Background: an optimization exercise with open tools, aiming at small area, a short achievable clock period and few clock cycles. Do not read the settings as production practice. The RTL of this run was laid out without a check of its function.

==> design.v <==
module SequentialMultiplier(clock, reset, multiplicand, multiplier, product, ready, start);
    parameter N = 32;
    input clock;
    input reset;
    input [N-1:0] multiplicand, multiplier;
    output [2*N-1:0] product;
    output ready;
    input start;
    logic busy;
    logic [1:0] count;
    logic [N-1:0] m_register;
    logic [33:0] acc_s, acc_c;       
    logic [1:0] acc_ci;                  
    logic [N-1:0] pl_register;           
    logic prev;                          
    wire go = start & ~busy;
    assign ready = ~busy;
    wire [8:0] bb = {pl_register[7:0], prev};
    wire [3:0] one, two, neg;
    genvar j;
    generate
        for (j = 0; j < 4; j = j + 1) begin : enc
            assign one[j] = bb[2*j+1] ^ bb[2*j];
            assign two[j] = (bb[2*j+2] & ~bb[2*j+1] & ~bb[2*j]) | (~bb[2*j+2] & bb[2*j+1] & bb[2*j]);
            assign neg[j] = bb[2*j+2] & ~(bb[2*j+1] & bb[2*j]);
        end
    endgenerate
    wire [N:0] m1 = {1'b0, m_register};
    wire [N:0] m2 = {m_register, 1'b0};
    wire [33:0] row0 = {~neg[0], ({33{one[0]}} & m1 | {33{two[0]}} & m2) ^ {33{neg[0]}}};
    wire [33:0] row1 = {~neg[1], ({33{one[1]}} & m1 | {33{two[1]}} & m2) ^ {33{neg[1]}}};
    wire [33:0] row2 = {~neg[2], ({33{one[2]}} & m1 | {33{two[2]}} & m2) ^ {33{neg[2]}}};
    wire [33:0] row3 = {~neg[3], ({33{one[3]}} & m1 | {33{two[3]}} & m2) ^ {33{neg[3]}}};
    wire hs0 = acc_c[1] ^ acc_ci[1];
    wire hc0 = acc_c[1] & acc_ci[1];
    wire hs1 = acc_c[3] ^ acc_s[3];
    wire hc1 = acc_c[3] & acc_s[3];
    wire hs2 = acc_c[4] ^ acc_s[4];
    wire hc2 = acc_c[4] & acc_s[4];
    wire fs0 = acc_c[5] ^ acc_s[5] ^ neg[2];
    wire fc0 = (acc_c[5] & acc_s[5]) | (acc_c[5] & neg[2]) | (acc_s[5] & neg[2]);
    wire hs3 = row0[4] ^ row1[2];
    wire hc3 = row0[4] & row1[2];
    wire fs1 = acc_c[6] ^ acc_s[6] ^ row0[5];
    wire fc1 = (acc_c[6] & acc_s[6]) | (acc_c[6] & row0[5]) | (acc_s[6] & row0[5]);
    wire hs4 = row1[3] ^ row2[1];
    wire hc4 = row1[3] & row2[1];
    wire fs2 = acc_c[7] ^ acc_s[7] ^ row0[6];
    wire fc2 = (acc_c[7] & acc_s[7]) | (acc_c[7] & row0[6]) | (acc_s[7] & row0[6]);
    wire fs3 = row1[4] ^ row2[2] ^ row3[0];
    wire fc3 = (row1[4] & row2[2]) | (row1[4] & row3[0]) | (row2[2] & row3[0]);
    wire fs4 = acc_c[8] ^ acc_s[8] ^ row0[7];
    wire fc4 = (acc_c[8] & acc_s[8]) | (acc_c[8] & row0[7]) | (acc_s[8] & row0[7]);
    wire fs5 = row1[5] ^ row2[3] ^ row3[1];
    wire fc5 = (row1[5] & row2[3]) | (row1[5] & row3[1]) | (row2[3] & row3[1]);
    wire fs6 = acc_c[9] ^ acc_s[9] ^ row0[8];
    wire fc6 = (acc_c[9] & acc_s[9]) | (acc_c[9] & row0[8]) | (acc_s[9] & row0[8]);
    wire fs7 = row1[6] ^ row2[4] ^ row3[2];
    wire fc7 = (row1[6] & row2[4]) | (row1[6] & row3[2]) | (row2[4] & row3[2]);
    wire fs8 = acc_c[10] ^ acc_s[10] ^ row0[9];
    wire fc8 = (acc_c[10] & acc_s[10]) | (acc_c[10] & row0[9]) | (acc_s[10] & row0[9]);
    wire fs9 = row1[7] ^ row2[5] ^ row3[3];
    wire fc9 = (row1[7] & row2[5]) | (row1[7] & row3[3]) | (row2[5] & row3[3]);
    wire fs10 = acc_c[11] ^ acc_s[11] ^ row0[10];
    wire fc10 = (acc_c[11] & acc_s[11]) | (acc_c[11] & row0[10]) | (acc_s[11] & row0[10]);
    wire fs11 = row1[8] ^ row2[6] ^ row3[4];
    wire fc11 = (row1[8] & row2[6]) | (row1[8] & row3[4]) | (row2[6] & row3[4]);
    wire fs12 = acc_c[12] ^ acc_s[12] ^ row0[11];
    wire fc12 = (acc_c[12] & acc_s[12]) | (acc_c[12] & row0[11]) | (acc_s[12] & row0[11]);
    wire fs13 = row1[9] ^ row2[7] ^ row3[5];
    wire fc13 = (row1[9] & row2[7]) | (row1[9] & row3[5]) | (row2[7] & row3[5]);
    wire fs14 = acc_c[13] ^ acc_s[13] ^ row0[12];
    wire fc14 = (acc_c[13] & acc_s[13]) | (acc_c[13] & row0[12]) | (acc_s[13] & row0[12]);
    wire fs15 = row1[10] ^ row2[8] ^ row3[6];
    wire fc15 = (row1[10] & row2[8]) | (row1[10] & row3[6]) | (row2[8] & row3[6]);
    wire fs16 = acc_c[14] ^ acc_s[14] ^ row0[13];
    wire fc16 = (acc_c[14] & acc_s[14]) | (acc_c[14] & row0[13]) | (acc_s[14] & row0[13]);
    wire fs17 = row1[11] ^ row2[9] ^ row3[7];
    wire fc17 = (row1[11] & row2[9]) | (row1[11] & row3[7]) | (row2[9] & row3[7]);
    wire fs18 = acc_c[15] ^ acc_s[15] ^ row0[14];
    wire fc18 = (acc_c[15] & acc_s[15]) | (acc_c[15] & row0[14]) | (acc_s[15] & row0[14]);
    wire fs19 = row1[12] ^ row2[10] ^ row3[8];
    wire fc19 = (row1[12] & row2[10]) | (row1[12] & row3[8]) | (row2[10] & row3[8]);
    wire fs20 = acc_c[16] ^ acc_s[16] ^ row0[15];
    wire fc20 = (acc_c[16] & acc_s[16]) | (acc_c[16] & row0[15]) | (acc_s[16] & row0[15]);
    wire fs21 = row1[13] ^ row2[11] ^ row3[9];
    wire fc21 = (row1[13] & row2[11]) | (row1[13] & row3[9]) | (row2[11] & row3[9]);
    wire fs22 = acc_c[17] ^ acc_s[17] ^ row0[16];
    wire fc22 = (acc_c[17] & acc_s[17]) | (acc_c[17] & row0[16]) | (acc_s[17] & row0[16]);
    wire fs23 = row1[14] ^ row2[12] ^ row3[10];
    wire fc23 = (row1[14] & row2[12]) | (row1[14] & row3[10]) | (row2[12] & row3[10]);
    wire fs24 = acc_c[18] ^ acc_s[18] ^ row0[17];
    wire fc24 = (acc_c[18] & acc_s[18]) | (acc_c[18] & row0[17]) | (acc_s[18] & row0[17]);
    wire fs25 = row1[15] ^ row2[13] ^ row3[11];
    wire fc25 = (row1[15] & row2[13]) | (row1[15] & row3[11]) | (row2[13] & row3[11]);
    wire fs26 = acc_c[19] ^ acc_s[19] ^ row0[18];
    wire fc26 = (acc_c[19] & acc_s[19]) | (acc_c[19] & row0[18]) | (acc_s[19] & row0[18]);
    wire fs27 = row1[16] ^ row2[14] ^ row3[12];
    wire fc27 = (row1[16] & row2[14]) | (row1[16] & row3[12]) | (row2[14] & row3[12]);
    wire fs28 = acc_c[20] ^ acc_s[20] ^ row0[19];
    wire fc28 = (acc_c[20] & acc_s[20]) | (acc_c[20] & row0[19]) | (acc_s[20] & row0[19]);
    wire fs29 = row1[17] ^ row2[15] ^ row3[13];
    wire fc29 = (row1[17] & row2[15]) | (row1[17] & row3[13]) | (row2[15] & row3[13]);
    wire fs30 = acc_c[21] ^ acc_s[21] ^ row0[20];
    wire fc30 = (acc_c[21] & acc_s[21]) | (acc_c[21] & row0[20]) | (acc_s[21] & row0[20]);
    wire fs31 = row1[18] ^ row2[16] ^ row3[14];
    wire fc31 = (row1[18] & row2[16]) | (row1[18] & row3[14]) | (row2[16] & row3[14]);
    wire fs32 = acc_c[22] ^ acc_s[22] ^ row0[21];
    wire fc32 = (acc_c[22] & acc_s[22]) | (acc_c[22] & row0[21]) | (acc_s[22] & row0[21]);
    wire fs33 = row1[19] ^ row2[17] ^ row3[15];
    wire fc33 = (row1[19] & row2[17]) | (row1[19] & row3[15]) | (row2[17] & row3[15]);
    wire fs34 = acc_c[23] ^ acc_s[23] ^ row0[22];
    wire fc34 = (acc_c[23] & acc_s[23]) | (acc_c[23] & row0[22]) | (acc_s[23] & row0[22]);
    wire fs35 = row1[20] ^ row2[18] ^ row3[16];
    wire fc35 = (row1[20] & row2[18]) | (row1[20] & row3[16]) | (row2[18] & row3[16]);
    wire fs36 = acc_c[24] ^ acc_s[24] ^ row0[23];
    wire fc36 = (acc_c[24] & acc_s[24]) | (acc_c[24] & row0[23]) | (acc_s[24] & row0[23]);
    wire fs37 = row1[21] ^ row2[19] ^ row3[17];
    wire fc37 = (row1[21] & row2[19]) | (row1[21] & row3[17]) | (row2[19] & row3[17]);
    wire fs38 = acc_c[25] ^ acc_s[25] ^ row0[24];
    wire fc38 = (acc_c[25] & acc_s[25]) | (acc_c[25] & row0[24]) | (acc_s[25] & row0[24]);
    wire fs39 = row1[22] ^ row2[20] ^ row3[18];
    wire fc39 = (row1[22] & row2[20]) | (row1[22] & row3[18]) | (row2[20] & row3[18]);
    wire fs40 = acc_c[26] ^ acc_s[26] ^ row0[25];
    wire fc40 = (acc_c[26] & acc_s[26]) | (acc_c[26] & row0[25]) | (acc_s[26] & row0[25]);
    wire fs41 = row1[23] ^ row2[21] ^ row3[19];
    wire fc41 = (row1[23] & row2[21]) | (row1[23] & row3[19]) | (row2[21] & row3[19]);
    wire fs42 = acc_c[27] ^ acc_s[27] ^ row0[26];
    wire fc42 = (acc_c[27] & acc_s[27]) | (acc_c[27] & row0[26]) | (acc_s[27] & row0[26]);
    wire fs43 = row1[24] ^ row2[22] ^ row3[20];
    wire fc43 = (row1[24] & row2[22]) | (row1[24] & row3[20]) | (row2[22] & row3[20]);
    wire fs44 = acc_c[28] ^ acc_s[28] ^ row0[27];
    wire fc44 = (acc_c[28] & acc_s[28]) | (acc_c[28] & row0[27]) | (acc_s[28] & row0[27]);
    wire fs45 = row1[25] ^ row2[23] ^ row3[21];
    wire fc45 = (row1[25] & row2[23]) | (row1[25] & row3[21]) | (row2[23] & row3[21]);
    wire fs46 = acc_c[29] ^ acc_s[29] ^ row0[28];
    wire fc46 = (acc_c[29] & acc_s[29]) | (acc_c[29] & row0[28]) | (acc_s[29] & row0[28]);
    wire fs47 = row1[26] ^ row2[24] ^ row3[22];
    wire fc47 = (row1[26] & row2[24]) | (row1[26] & row3[22]) | (row2[24] & row3[22]);
    wire fs48 = acc_c[30] ^ acc_s[30] ^ row0[29];
    wire fc48 = (acc_c[30] & acc_s[30]) | (acc_c[30] & row0[29]) | (acc_s[30] & row0[29]);
    wire fs49 = row1[27] ^ row2[25] ^ row3[23];
    wire fc49 = (row1[27] & row2[25]) | (row1[27] & row3[23]) | (row2[25] & row3[23]);
    wire fs50 = acc_c[31] ^ acc_s[31] ^ row0[30];
    wire fc50 = (acc_c[31] & acc_s[31]) | (acc_c[31] & row0[30]) | (acc_s[31] & row0[30]);
    wire fs51 = row1[28] ^ row2[26] ^ row3[24];
    wire fc51 = (row1[28] & row2[26]) | (row1[28] & row3[24]) | (row2[26] & row3[24]);
    wire fs52 = acc_c[32] ^ acc_s[32] ^ row0[31];
    wire fc52 = (acc_c[32] & acc_s[32]) | (acc_c[32] & row0[31]) | (acc_s[32] & row0[31]);
    wire fs53 = row1[29] ^ row2[27] ^ row3[25];
    wire fc53 = (row1[29] & row2[27]) | (row1[29] & row3[25]) | (row2[27] & row3[25]);
    wire fs54 = acc_c[33] ^ acc_s[33] ^ row0[32];
    wire fc54 = (acc_c[33] & acc_s[33]) | (acc_c[33] & row0[32]) | (acc_s[33] & row0[32]);
    wire fs55 = row1[30] ^ row2[28] ^ row3[26];
    wire fc55 = (row1[30] & row2[28]) | (row1[30] & row3[26]) | (row2[28] & row3[26]);
    wire fs56 = row0[33] ^ row1[31] ^ row2[29];
    wire fc56 = (row0[33] & row1[31]) | (row0[33] & row2[29]) | (row1[31] & row2[29]);
    wire hs5 = acc_s[1] ^ hs0;
    wire hc5 = acc_s[1] & hs0;
    wire fs57 = acc_c[2] ^ acc_s[2] ^ hc0;
    wire fc57 = (acc_c[2] & acc_s[2]) | (acc_c[2] & hc0) | (acc_s[2] & hc0);
    wire fs58 = hs1 ^ neg[1] ^ row0[2];
    wire fc58 = (hs1 & neg[1]) | (hs1 & row0[2]) | (neg[1] & row0[2]);
    wire fs59 = hc1 ^ hs2 ^ row0[3];
    wire fc59 = (hc1 & hs2) | (hc1 & row0[3]) | (hs2 & row0[3]);
    wire fs60 = hc2 ^ row2[0] ^ fs0;
    wire fc60 = (hc2 & row2[0]) | (hc2 & fs0) | (row2[0] & fs0);
    wire fs61 = fc0 ^ hc3 ^ hs4;
    wire fc61 = (fc0 & hc3) | (fc0 & hs4) | (hc3 & hs4);
    wire fs62 = hc4 ^ fc1 ^ fs2;
    wire fc62 = (hc4 & fc1) | (hc4 & fs2) | (fc1 & fs2);
    wire fs63 = fc2 ^ fc3 ^ fs4;
    wire fc63 = (fc2 & fc3) | (fc2 & fs4) | (fc3 & fs4);
    wire fs64 = fc4 ^ fc5 ^ fs6;
    wire fc64 = (fc4 & fc5) | (fc4 & fs6) | (fc5 & fs6);
    wire fs65 = fc6 ^ fc7 ^ fs8;
    wire fc65 = (fc6 & fc7) | (fc6 & fs8) | (fc7 & fs8);
    wire fs66 = fc8 ^ fc9 ^ fs10;
    wire fc66 = (fc8 & fc9) | (fc8 & fs10) | (fc9 & fs10);
    wire fs67 = fc10 ^ fc11 ^ fs12;
    wire fc67 = (fc10 & fc11) | (fc10 & fs12) | (fc11 & fs12);
    wire fs68 = fc12 ^ fc13 ^ fs14;
    wire fc68 = (fc12 & fc13) | (fc12 & fs14) | (fc13 & fs14);
    wire fs69 = fc14 ^ fc15 ^ fs16;
    wire fc69 = (fc14 & fc15) | (fc14 & fs16) | (fc15 & fs16);
    wire fs70 = fc16 ^ fc17 ^ fs18;
    wire fc70 = (fc16 & fc17) | (fc16 & fs18) | (fc17 & fs18);
    wire fs71 = fc18 ^ fc19 ^ fs20;
    wire fc71 = (fc18 & fc19) | (fc18 & fs20) | (fc19 & fs20);
    wire fs72 = fc20 ^ fc21 ^ fs22;
    wire fc72 = (fc20 & fc21) | (fc20 & fs22) | (fc21 & fs22);
    wire fs73 = fc22 ^ fc23 ^ fs24;
    wire fc73 = (fc22 & fc23) | (fc22 & fs24) | (fc23 & fs24);
    wire fs74 = fc24 ^ fc25 ^ fs26;
    wire fc74 = (fc24 & fc25) | (fc24 & fs26) | (fc25 & fs26);
    wire fs75 = fc26 ^ fc27 ^ fs28;
    wire fc75 = (fc26 & fc27) | (fc26 & fs28) | (fc27 & fs28);
    wire fs76 = fc28 ^ fc29 ^ fs30;
    wire fc76 = (fc28 & fc29) | (fc28 & fs30) | (fc29 & fs30);
    wire fs77 = fc30 ^ fc31 ^ fs32;
    wire fc77 = (fc30 & fc31) | (fc30 & fs32) | (fc31 & fs32);
    wire fs78 = fc32 ^ fc33 ^ fs34;
    wire fc78 = (fc32 & fc33) | (fc32 & fs34) | (fc33 & fs34);
    wire fs79 = fc34 ^ fc35 ^ fs36;
    wire fc79 = (fc34 & fc35) | (fc34 & fs36) | (fc35 & fs36);
    wire fs80 = fc36 ^ fc37 ^ fs38;
    wire fc80 = (fc36 & fc37) | (fc36 & fs38) | (fc37 & fs38);
    wire fs81 = fc38 ^ fc39 ^ fs40;
    wire fc81 = (fc38 & fc39) | (fc38 & fs40) | (fc39 & fs40);
    wire fs82 = fc40 ^ fc41 ^ fs42;
    wire fc82 = (fc40 & fc41) | (fc40 & fs42) | (fc41 & fs42);
    wire fs83 = fc42 ^ fc43 ^ fs44;
    wire fc83 = (fc42 & fc43) | (fc42 & fs44) | (fc43 & fs44);
    wire fs84 = fc44 ^ fc45 ^ fs46;
    wire fc84 = (fc44 & fc45) | (fc44 & fs46) | (fc45 & fs46);
    wire fs85 = fc46 ^ fc47 ^ fs48;
    wire fc85 = (fc46 & fc47) | (fc46 & fs48) | (fc47 & fs48);
    wire fs86 = fc48 ^ fc49 ^ fs50;
    wire fc86 = (fc48 & fc49) | (fc48 & fs50) | (fc49 & fs50);
    wire fs87 = fc50 ^ fc51 ^ fs52;
    wire fc87 = (fc50 & fc51) | (fc50 & fs52) | (fc51 & fs52);
    wire fs88 = fc52 ^ fc53 ^ fs54;
    wire fc88 = (fc52 & fc53) | (fc52 & fs54) | (fc53 & fs54);
    wire fs89 = row3[27] ^ fc54 ^ fc55;
    wire fc89 = (row3[27] & fc54) | (row3[27] & fc55) | (fc54 & fc55);
    wire fs90 = row1[32] ^ row2[30] ^ row3[28];
    wire fc90 = (row1[32] & row2[30]) | (row1[32] & row3[28]) | (row2[30] & row3[28]);
    wire hs6 = row1[33] ^ row2[31];
    wire hc6 = row1[33] & row2[31];
    wire hs7 = neg[0] ^ hs5;
    wire hc7 = neg[0] & hs5;
    wire fs91 = hc5 ^ row0[1] ^ fs57;
    wire fc91 = (hc5 & row0[1]) | (hc5 & fs57) | (row0[1] & fs57);
    wire fs92 = row1[0] ^ fc57 ^ fs58;
    wire fc92 = (row1[0] & fc57) | (row1[0] & fs58) | (fc57 & fs58);
    wire fs93 = row1[1] ^ fc58 ^ fs59;
    wire fc93 = (row1[1] & fc58) | (row1[1] & fs59) | (fc58 & fs59);
    wire fs94 = hs3 ^ fc59 ^ fs60;
    wire fc94 = (hs3 & fc59) | (hs3 & fs60) | (fc59 & fs60);
    wire fs95 = fs1 ^ fc60 ^ fs61;
    wire fc95 = (fs1 & fc60) | (fs1 & fs61) | (fc60 & fs61);
    wire fs96 = fs3 ^ fc61 ^ fs62;
    wire fc96 = (fs3 & fc61) | (fs3 & fs62) | (fc61 & fs62);
    wire fs97 = fs5 ^ fc62 ^ fs63;
    wire fc97 = (fs5 & fc62) | (fs5 & fs63) | (fc62 & fs63);
    wire fs98 = fs7 ^ fc63 ^ fs64;
    wire fc98 = (fs7 & fc63) | (fs7 & fs64) | (fc63 & fs64);
    wire fs99 = fs9 ^ fc64 ^ fs65;
    wire fc99 = (fs9 & fc64) | (fs9 & fs65) | (fc64 & fs65);
    wire fs100 = fs11 ^ fc65 ^ fs66;
    wire fc100 = (fs11 & fc65) | (fs11 & fs66) | (fc65 & fs66);
    wire fs101 = fs13 ^ fc66 ^ fs67;
    wire fc101 = (fs13 & fc66) | (fs13 & fs67) | (fc66 & fs67);
    wire fs102 = fs15 ^ fc67 ^ fs68;
    wire fc102 = (fs15 & fc67) | (fs15 & fs68) | (fc67 & fs68);
    wire fs103 = fs17 ^ fc68 ^ fs69;
    wire fc103 = (fs17 & fc68) | (fs17 & fs69) | (fc68 & fs69);
    wire fs104 = fs19 ^ fc69 ^ fs70;
    wire fc104 = (fs19 & fc69) | (fs19 & fs70) | (fc69 & fs70);
    wire fs105 = fs21 ^ fc70 ^ fs71;
    wire fc105 = (fs21 & fc70) | (fs21 & fs71) | (fc70 & fs71);
    wire fs106 = fs23 ^ fc71 ^ fs72;
    wire fc106 = (fs23 & fc71) | (fs23 & fs72) | (fc71 & fs72);
    wire fs107 = fs25 ^ fc72 ^ fs73;
    wire fc107 = (fs25 & fc72) | (fs25 & fs73) | (fc72 & fs73);
    wire fs108 = fs27 ^ fc73 ^ fs74;
    wire fc108 = (fs27 & fc73) | (fs27 & fs74) | (fc73 & fs74);
    wire fs109 = fs29 ^ fc74 ^ fs75;
    wire fc109 = (fs29 & fc74) | (fs29 & fs75) | (fc74 & fs75);
    wire fs110 = fs31 ^ fc75 ^ fs76;
    wire fc110 = (fs31 & fc75) | (fs31 & fs76) | (fc75 & fs76);
    wire fs111 = fs33 ^ fc76 ^ fs77;
    wire fc111 = (fs33 & fc76) | (fs33 & fs77) | (fc76 & fs77);
    wire fs112 = fs35 ^ fc77 ^ fs78;
    wire fc112 = (fs35 & fc77) | (fs35 & fs78) | (fc77 & fs78);
    wire fs113 = fs37 ^ fc78 ^ fs79;
    wire fc113 = (fs37 & fc78) | (fs37 & fs79) | (fc78 & fs79);
    wire fs114 = fs39 ^ fc79 ^ fs80;
    wire fc114 = (fs39 & fc79) | (fs39 & fs80) | (fc79 & fs80);
    wire fs115 = fs41 ^ fc80 ^ fs81;
    wire fc115 = (fs41 & fc80) | (fs41 & fs81) | (fc80 & fs81);
    wire fs116 = fs43 ^ fc81 ^ fs82;
    wire fc116 = (fs43 & fc81) | (fs43 & fs82) | (fc81 & fs82);
    wire fs117 = fs45 ^ fc82 ^ fs83;
    wire fc117 = (fs45 & fc82) | (fs45 & fs83) | (fc82 & fs83);
    wire fs118 = fs47 ^ fc83 ^ fs84;
    wire fc118 = (fs47 & fc83) | (fs47 & fs84) | (fc83 & fs84);
    wire fs119 = fs49 ^ fc84 ^ fs85;
    wire fc119 = (fs49 & fc84) | (fs49 & fs85) | (fc84 & fs85);
    wire fs120 = fs51 ^ fc85 ^ fs86;
    wire fc120 = (fs51 & fc85) | (fs51 & fs86) | (fc85 & fs86);
    wire fs121 = fs53 ^ fc86 ^ fs87;
    wire fc121 = (fs53 & fc86) | (fs53 & fs87) | (fc86 & fs87);
    wire fs122 = fs55 ^ fc87 ^ fs88;
    wire fc122 = (fs55 & fc87) | (fs55 & fs88) | (fc87 & fs88);
    wire fs123 = fs56 ^ fc88 ^ fs89;
    wire fc123 = (fs56 & fc88) | (fs56 & fs89) | (fc88 & fs89);
    wire fs124 = fc56 ^ fs90 ^ fc89;
    wire fc124 = (fc56 & fs90) | (fc56 & fc89) | (fs90 & fc89);
    wire fs125 = row3[29] ^ hs6 ^ fc90;
    wire fc125 = (row3[29] & hs6) | (row3[29] & fc90) | (hs6 & fc90);
    wire fs126 = row2[32] ^ row3[30] ^ hc6;
    wire fc126 = (row2[32] & row3[30]) | (row2[32] & hc6) | (row3[30] & hc6);
    wire hs8 = row2[33] ^ row3[31];
    wire hc8 = row2[33] & row3[31];
    wire [41:0] tx = {1'b0, row3[33], row3[32], hs8, fs126, fs125, fc123, fc122, fc121, fc120, fc119, fc118, fc117, fc116, fc115, fc114, fc113, fc112, fc111, fc110, fc109, fc108, fc107, fc106, fc105, fc104, fc103, fc102, fc101, fc100, fc99, fc98, fc97, fc96, fc95, fc94, fc93, fc92, fc91, hc7, row0[0], acc_c[0]};
    wire [41:0] ty = {1'b0, 1'b0, hc8, fc126, fc125, fc124, fs124, fs123, fs122, fs121, fs120, fs119, fs118, fs117, fs116, fs115, fs114, fs113, fs112, fs111, fs110, fs109, fs108, fs107, fs106, fs105, fs104, fs103, fs102, fs101, fs100, fs99, fs98, fs97, fs96, fs95, fs94, fs93, fs92, fs91, hs7, acc_s[0]};
    wire [9:0] low = tx[7:0] + ty[7:0] + {neg[3], 7'b0} + acc_ci[0];
    wire [N-1:0] hi = acc_s[N-1:0] + acc_c[N-1:0] + acc_ci + 32'hAAAAAAAC;
    assign product = {hi, pl_register};
    always_ff @(posedge clock) begin
        if (~busy)
            m_register <= multiplicand;
        if (go) begin
            acc_s <= {2'b0, multiplicand & {N{multiplier[0]}}};
            acc_c <= '0;
            acc_ci <= 2'b0;
            pl_register <= {1'b0, multiplier[N-1:1]};
            prev <= 1'b0;
        end else if (busy) begin
            acc_s <= tx[41:8];
            acc_c <= ty[41:8];
            acc_ci <= low[9:8];
            pl_register <= {low[7:0], pl_register[N-1:8]};
            prev <= pl_register[7];
        end
    end
    always_ff @(posedge clock or posedge reset) begin
        if (reset) begin
            busy <= 1'b0;
            count <= '0;
        end else if (go) begin
            busy <= 1'b1;
            count <= '0;
        end else if (busy) begin
            count <= count + 1'b1;
            if (count == 2'd3)
                busy <= 1'b0;
        end
    end
endmodule
==> run.sh <==
#!/bin/bash
# synth_recipe.tcl (not shown) runs the flow's synth.tcl, then flattens the netlist and writes it again
# the make line also repeats each setting of config.mk as NAME=value (left out here)
make -C /OpenROAD-flow-scripts/flow DESIGN_CONFIG=/design/flow/config.mk WORK_HOME=/design/flow/orfs CLKGATE_MAP_FILE= SYNTH_SCRIPT=/design/flow/synth_recipe.tcl finish
==> config.mk <==
export PLATFORM = sky130hd
export DESIGN_NAME = SequentialMultiplier
export DESIGN_NICKNAME = SequentialMultiplier
export VERILOG_FILES = /design/flow/design.v
export SDC_FILE = /design/flow/constraint.sdc
export NUM_CORES = 4
export LEC_CHECK = 0
export CAP_MARGIN = 20
export CORE_MARGIN = 2
export CORE_UTILIZATION = 40
export SLEW_MARGIN = 20
==> constraint.sdc <==
create_clock -name core_clock -period 4.0 [get_ports {clock}]
set_input_delay 0.8000 -clock core_clock [delete_from_list [all_inputs] [get_ports {clock}]]
set_output_delay 0.8000 -clock core_clock [all_outputs]
set_load 0.01 [all_outputs]
==> run summary <==
Setup path
In this run the worst path has a maximum fanout of 4. The worst setup path is launched from a flip-flop. The worst register-to-register path begins at pl_register[0].

In this design, the stage delay of the slowest critical-path cell is 0.57 ns. The worst register-to-register path ends at acc_ci[0]. Measured in cells, the most critical reg-to-reg path has a length of 13. Traced cell by cell, the critical path runs through fa_2 -> ha_4 -> inv_2 -> fa_2 -> nor2b_2 -> o211ai_1 -> a211oi_2 -> buf_4 -> or3_4 -> a21oi_4 -> buf_6 -> nor3b_4 -> nand2b_4 -> xor2_1 -> buf_2. The cell with the largest stage delay on the worst path is fa_2. Grouping stages by cell kind, the critical path spends the most delay in adder cells. The kind of end point of the critical path is an output port. The cell type with the highest occurrence count on the critical path is fa_2. STA puts the critical path data arrival time at 3.61 ns. The worst setup path is of the reg2out kind.

Counting both buffers and inverters, the worst setup path holds a total of 4. The worst path required time is 3.20 ns. The worst register-to-register path has a setup slack of -0.16 ns.

Min path
The source of the worst hold timing path is acc_s[32]. The worst hold path passes through 2 cells. The endpoint of the worst hold-timing path is acc_s[32]. The type of the tightest min-delay check is reg2reg.

STA
Setup repair after global routing could not meet its margin everywhere. The highest attainable clock frequency is 0.227 GHz. In the finished design, the share of the clock period the worst path needs comes to 110%.

The hold violation count in the final report is 0. After layout, the minimum clock period comes to 4.41 ns. The headroom to the max-slew limit is 48.5%. Across all setup checks in the final design, the least slack found is -0.405 ns.

Setup violations remaining at the end of the flow were counted as 16. The transition time at the pin with the least slew margin is 0.772 ns. The number of max-slew violations in the final report is 0. For the final database, setup skew stands at 0.0132 ns.

Synthesis
The mapped cell area is 13,200 um2. For this run, the number of Yosys warnings is 1. Yosys mapped a number of flops with a built-in enable equal to 95.

The library cell occupying the most area in the post-synthesis netlist is edfxtp_1. The share of flip-flops with an asynchronous set or reset is 2.22%. The number of library cell types mapped by synthesis is 59. In the synthesized netlist the dominant register cell turns out to be edfxtp_1. In the synthesized netlist, the cells that appear most often are inv_1, nand2_1, fa_1. After synthesis, the largest area contributor takes up 21.6% of total cell area. The mean instance size in the synthesized netlist is 9.96 um2. Sequential elements use 27.8% of the synthesized area. Yosys instantiated no cell more often than inv_1. Yosys attributes the largest share of cell area to edfxtp_1, fa_1, ha_1.

The post-synthesis sequential element count is 135. Synthesis produced a netlist whose cell count is 1,323. Synthesis produced a netlist with a net count of 1,607.

Clock tree
TritonCTS built the clock tree. Clock-pin slew was measured on the worst setup and hold paths at 0.06 ns. At the later pin of the worst-skew pair, clock insertion delay measures 0.44 ns. The number of buffers between clock root and the deepest sink is 2. The cell chosen for the clock root is clkbuf_16. The clock net in this run drives a total of 135 sinks. The number of buffers created by CTS is 17. The level count of the clock H-tree is 4.

Detailed routing
The wire length per cell after detailed routing is 18.3 um. The via total after detailed routing is 10,304. The pre-antenna-repair detailed-routing pass consisted of 7 iterations. The DRC marker count from the first detailed-route iteration is 803. The total DRC errors in the routed layout is 0. The total routed wirelength is 36,400 um. Once detail routing completed, the nets flagged for antenna violations numbered 0. Using the TritonRoute via totals, the vias-per-cell ratio works out to 5.19.

Placed design
Routability-driven placement finished with a final weighted congestion of 0.864. The total instance count after detailed placement is 1,934. The setup slack after placement is -0.690 ns. During placement, the flow inserted port buffers numbering 131.

The wire-length estimate of the detail-placed layout is 27,300 um.

Global route
After global routing the overflow that remains totals 0. The wire length of the first global-routing pass is 58,100 um. Entering global routing, the biggest net connects 62 pins. The global-route usage over all layers is 22.0%. The via count of the first global-routing pass is 10,603.

The initial antenna violation count is 0.

Outcome
In this run the layout check failures are setup timing. The run finished, with violations left.

Cells and area
The multi-input combinational cells in the finished layout cover a total of 8820 um2. Relative to the synthesized area, the layout overhead comes to 26.9%. The finished layout holds 1,986 standard cells, fillers aside.

The antenna diode instance count is 0. The fraction of final layout cells sized beyond drive strength 1 is 21.5%. Across the whole layout, storage elements account for 3670 um2. The number of filler cells placed in the layout is 3,049. The final layout contains 1,815 nets.

Floorplanning
The initialized floorplan defines 66 standard-cell rows. The top-level port count is 132. The floorplan die height is 186 um. The die boundary width is 186 um. Once the floorplan was initialized, standard cells occupied 40.5% of the core. After floorplanning, the core was sized to cover 32,500 um2. The die outline area is 34,400 um2.

Job
Max-cap violations in this run came to 0.
area by class of cell:
cell class | count | area share [%]
well taps | 442 | 3.30
inverters | 163 | 3.69
clock buffers | 18 | 2.56
clock inverters | 14 | 0.755
flip-flops and latches | 135 | 21.9
multi-input cells | 916 | 52.7
repair buffers | 298 | 15.1
cell families after synthesis:
family                     synth area share, %
AOI/OAI and AO/OA                         16.0
xor gates and xnor gates                  11.2
adders and majority gates                 27.9
buffers and inverters                     8.60
DFF                                       27.8
muxes                                     2.14
and+or+nand+nor                           6.41
registers in the layout (all words and copies together) (netlist names):
name	count
acc_c	32
acc_ci	2
acc_s	33
busy	1
count	2
m_register	32
pl_register	32
prev	1
metal layers:
metal | GRT usage [%] | vias up | part of all wire, %
met5 | 0 | - | 0
met4 | 5.48 | 0 | 1.7
met3 | 3.60 | 38 | 6.2
met2 | 35.1 | 358 | 46
met1 | 31.1 | 5043 | 46
li1 | - | 4865 | -
worst max path at each step:
stage              startpoint           to  slack (ns)  cells past startpoint
2_1_floorplan  pl_register[1]    acc_ci[0]       -0.04                     15
3_5_place_dp         acc_s[1]  product[63]       -0.69                     14
3_3_place_gp         acc_s[1]  product[63]       -0.64                     14
6_report             acc_s[1]  product[59]       -0.41                     15
5_1_grt              acc_s[1]  product[59]       -0.59                     15
4_1_cts              acc_s[1]  product[59]       -0.46                     15
through the flow:
step / instance area (um2) / hold WS, ns / setup TNS, ns / utilization (%)
after floorplan: 13300 / 0.432 / -0.0359 / -
after global placement: 15700 / 0.451 / -6.42 / 48.2
after detailed placement: 15700 / 0.460 / -7.09 / 48.2
after CTS: 16500 / 0.475 / -3.88 / 50.6
after global routing: 16700 / 0.519 / -6.27 / 51.4
final: 16700 / 0.472 / -3.42 / 51.4
layout by cell type (no fill, tap or decap), types with 4 or more instances in the layout:
master           netlist  layout
o21ai_0               62      59
a22oi_1              124     115
buf_6                  3      13
buf_2                  4      21
nand2b_1               7       5
nand4_1                6       6
nor2_1                17      16
o31ai_1               16      16
clkbuf_16              0      17
inv_6                  0       4
a21oi_1               45      34
fa_1                 128     126
ha_4                   0       9
xor2_1                42      42
mux2_2                25      25
edfxtp_1              95      95
o21bai_1              10       5
inv_2                  1      11
inv_1                161     150
nand3_1                5       5
a21oi_2                3      13
nand2_1              144     143
clkdlybuf4s50_1        0     104
clkinvlp_4             0       4
o21ai_2                0       4
xnor2_1              126     121
xnor2_2                0       5
buf_4                  8     152
a22oi_2                0       9
dfxtp_1               37      36
a21o_1                15      15
ha_1                  89      77
tightest hold or removal path: stages, from the launching register on:
cell	delay [ns]
dfxtp_1	0.33
nand2_1	0.05
o21ai_0	0.06
timing repair:
action / 4_1_cts / 5_1_grt
cloned: 0 / 0
resized for setup: 131 / 51
pin swaps: 25 / 35
buffers inserted: 13 / 10
hold buffers: 0 / 0
setup endpoints to repair: 31 / 30

==> re-timing with driven ports <==
How much do the figures lean on ideal ports? The routed layout below was timed once more, with nothing changed but the port constraints.
Step 1 sets driving cells, clkbuf_16 on the clock port and buf_2 on the other inputs (assumed; they add their load-dependent delay and slew).
Step 2 also shifts input and output timing later by t, the mid clock arrival at the registers, as if the neighbouring blocks saw the same clock.
Slacks: no drivers / after step 1 / after step 2; pairs: no drivers / after step 1.
t, ns: 0.478
slack for setup (ns): -0.405 / -0.454 / -0.159
clock arrival spread, ns: 0.014 / 0.013
For this run, drivers alone change the setup slack by -0.049 ns; drivers and shift together by +0.246 ns.
